Source: an optimization exercise on an open RTL-to-GDS flow (aim: small area, a short achievable clock period and few clock cycles per item). Production flows keep margins and buffers that such runs may drop.
Function was checked by simulation only, so behaviour that the tests miss may differ from the original.

==> flow/design.v (excerpt) <==
module systolic_array_mat_mult_8x8 (
    input logic clk,
    input logic rst,
    input logic start,
    output logic done,
    output logic ready,
    input logic a_valid,
    output logic a_ready,
    input logic [63:0] a_in,
    input logic b_valid,
    output logic b_ready,
    input logic [63:0] b_in,
    output logic c_valid,
    input logic c_ready,
    output logic [255:0] c_out
);
For scale: ~180000 µm² of cells after synthesis.
==> flow/config.mk <==
export PLATFORM = sky130hd
export DESIGN_NAME = systolic_array_mat_mult_8x8
export DESIGN_NICKNAME = systolic_array_mat_mult_8x8
export VERILOG_FILES = /design/flow/design.v
export SDC_FILE = /design/flow/constraint.sdc
export NUM_CORES = 4
export LEC_CHECK = 0
export CAP_MARGIN = 20
export CORE_MARGIN = 2
export CORE_UTILIZATION = 35
export GPL_ROUTABILITY_DRIVEN = 1
export GPL_TIMING_DRIVEN = 1
export PLACE_DENSITY = 0.45
export SLEW_MARGIN = 20
==> flow/constraint.sdc <==
create_clock -name core_clock -period 10.0 [get_ports {clk}]
set_input_delay 2.0000 -clock core_clock [delete_from_list [all_inputs] [get_ports {clk}]]
set_output_delay 2.0000 -clock core_clock [all_outputs]
set_load 0.01 [all_outputs]
standard.sh (not shown) runs the stock make flow with config.mk's settings and CLKGATE_MAP_FILE= SYNTH_SCRIPT=/design/flow/synth_recipe.tcl, a recipe that flattens the netlist after the stock synthesis.
==> flow/flow/run.sh <==
#!/bin/bash
# Layout flow: the standard flow, with one extra step after synthesis that
# removes redundant inverters around full adders (fixinv.py), and with repair
# aimed at a tighter setup margin than the default. The clock and SDC are the standard flow's.
set -euo pipefail
MARGIN=${MARGIN:-5.75}
LIB=$FLOW_HOME/platforms/sky130hd/lib/sky130_fd_sc_hd__tt_025C_1v80.lib
R=orfs/results/sky130hd/systolic_array_mat_mult_8x8/base

bash standard.sh SETUP_SLACK_MARGIN=$MARGIN synth > log_1_synth.txt 2>&1

# cells the netlist may use instead of their complements (not don't-use ones)
grep -o 'cell ("sky130_fd_sc_hd__[a-z0-9_]*")' $LIB | sed 's/cell ("//;s/")//' \
  | grep -v -e lpflow -e probe > avail_cells.txt
yosys -p "read_liberty -lib $LIB; read_verilog $R/1_2_yosys.v; write_json fix_in.json" > log_2_fix_read.txt 2>&1
python3 flow/fixinv.py fix_in.json fix_out.json avail_cells.txt > log_3_fixinv.txt 2>&1
cp $R/1_2_yosys.v synth_before_fix.v
yosys -p "read_liberty -lib $LIB; read_json fix_out.json; write_verilog -noattr -nohex -nodec $R/1_2_yosys.v" > log_4_fix_write.txt 2>&1
rm -f fix_in.json fix_out.json
rm -f $R/1_synth.odb $R/1_synth.sdc

bash standard.sh SETUP_SLACK_MARGIN=$MARGIN > log_5_layout.txt 2>&1
Other scripts of this flow, unchanged in this note and not shown: flow/flow/fixinv.py
Testbench counts at the start, summed over its fixed seeds: cycles 908, matrices 96.
Edit:
--- a/flow/flow/run.sh
+++ b/flow/flow/run.sh
@@ -6 +6 @@
-MARGIN=${MARGIN:-5.75}
+MARGIN=${MARGIN:-5.6}
Outcome:
- die area stays the same
- register-to-register slack degrades by 0.17 ns
- synthesized area does not change
- critical path depth shrinks by 2
- setup slack degrades by 0.17 ns
- global-route usage grows by 0.11 points
- cell count barely changes
Edit:
--- a/flow/flow/run.sh
+++ b/flow/flow/run.sh
@@ -6 +6 @@
-MARGIN=${MARGIN:-5.6}
+MARGIN=${MARGIN:-5.9}
Settings changed: CORE_UTILIZATION 35 to 40, PLACE_DENSITY 0.45 to 0.5.
After rerunning:
- core utilization grows by 5.9 points
- hold slack degrades by 0.0081 ns
- count of clock-buffer cells in the layout falls by 4
- global-route usage rose by 4.9 points
- routed wire length goes up by 1.7%
- first-iteration DRC count is higher by 25%
- maximum frequency rises by 4.5%
- setup slack improves by 0.20 ns
Edit:
Settings changed: CORE_UTILIZATION 40 to 35, PLACE_DENSITY 0.5 to 0.45.
The changed run produced a clean layout.
Final cell count climbs by 4.3%.
Maximum frequency climbs by 1.4%.
Wire length climbs by 2.6%.
Worst hold slack hardly moves.
Clock-buffer cell count climbs by 16.
Setup slack improved by 0.059 ns.

==> separate check: timing with driven ports <==
No port has a modelled driver above. Below, the same layouts with a new extraction and two added sets of constraints.
Step 1 sets driving cells, clkbuf_16 on the clock port and buf_2 on the other inputs (assumed; they add their load-dependent delay and slew).
Step 2 moves the port delays by t, midway between the first and last clock arrival at a register: inputs arrive t later, outputs are due t later. That takes back most of the time a late clock gives input paths.
a / b / c = ideal / step 1 / step 2; a / b = the first two.
run	t (ns)	slack for setup (ns)	worst setup path at the end
the first run	1.133	5.650 / 5.614 / 4.927	input to register
the second run	1.121	5.484 / 5.484 / 4.556	input to register
the third run	1.118	5.680 / 5.680 / 4.916	input to register
the fourth run	1.115	5.739 / 5.739 / 4.978	input to register
After both steps every run listed still meets setup and hold. For the second run, which loses most, drivers alone change the setup slack by 0.000 ns; drivers and shift together by -0.928 ns.
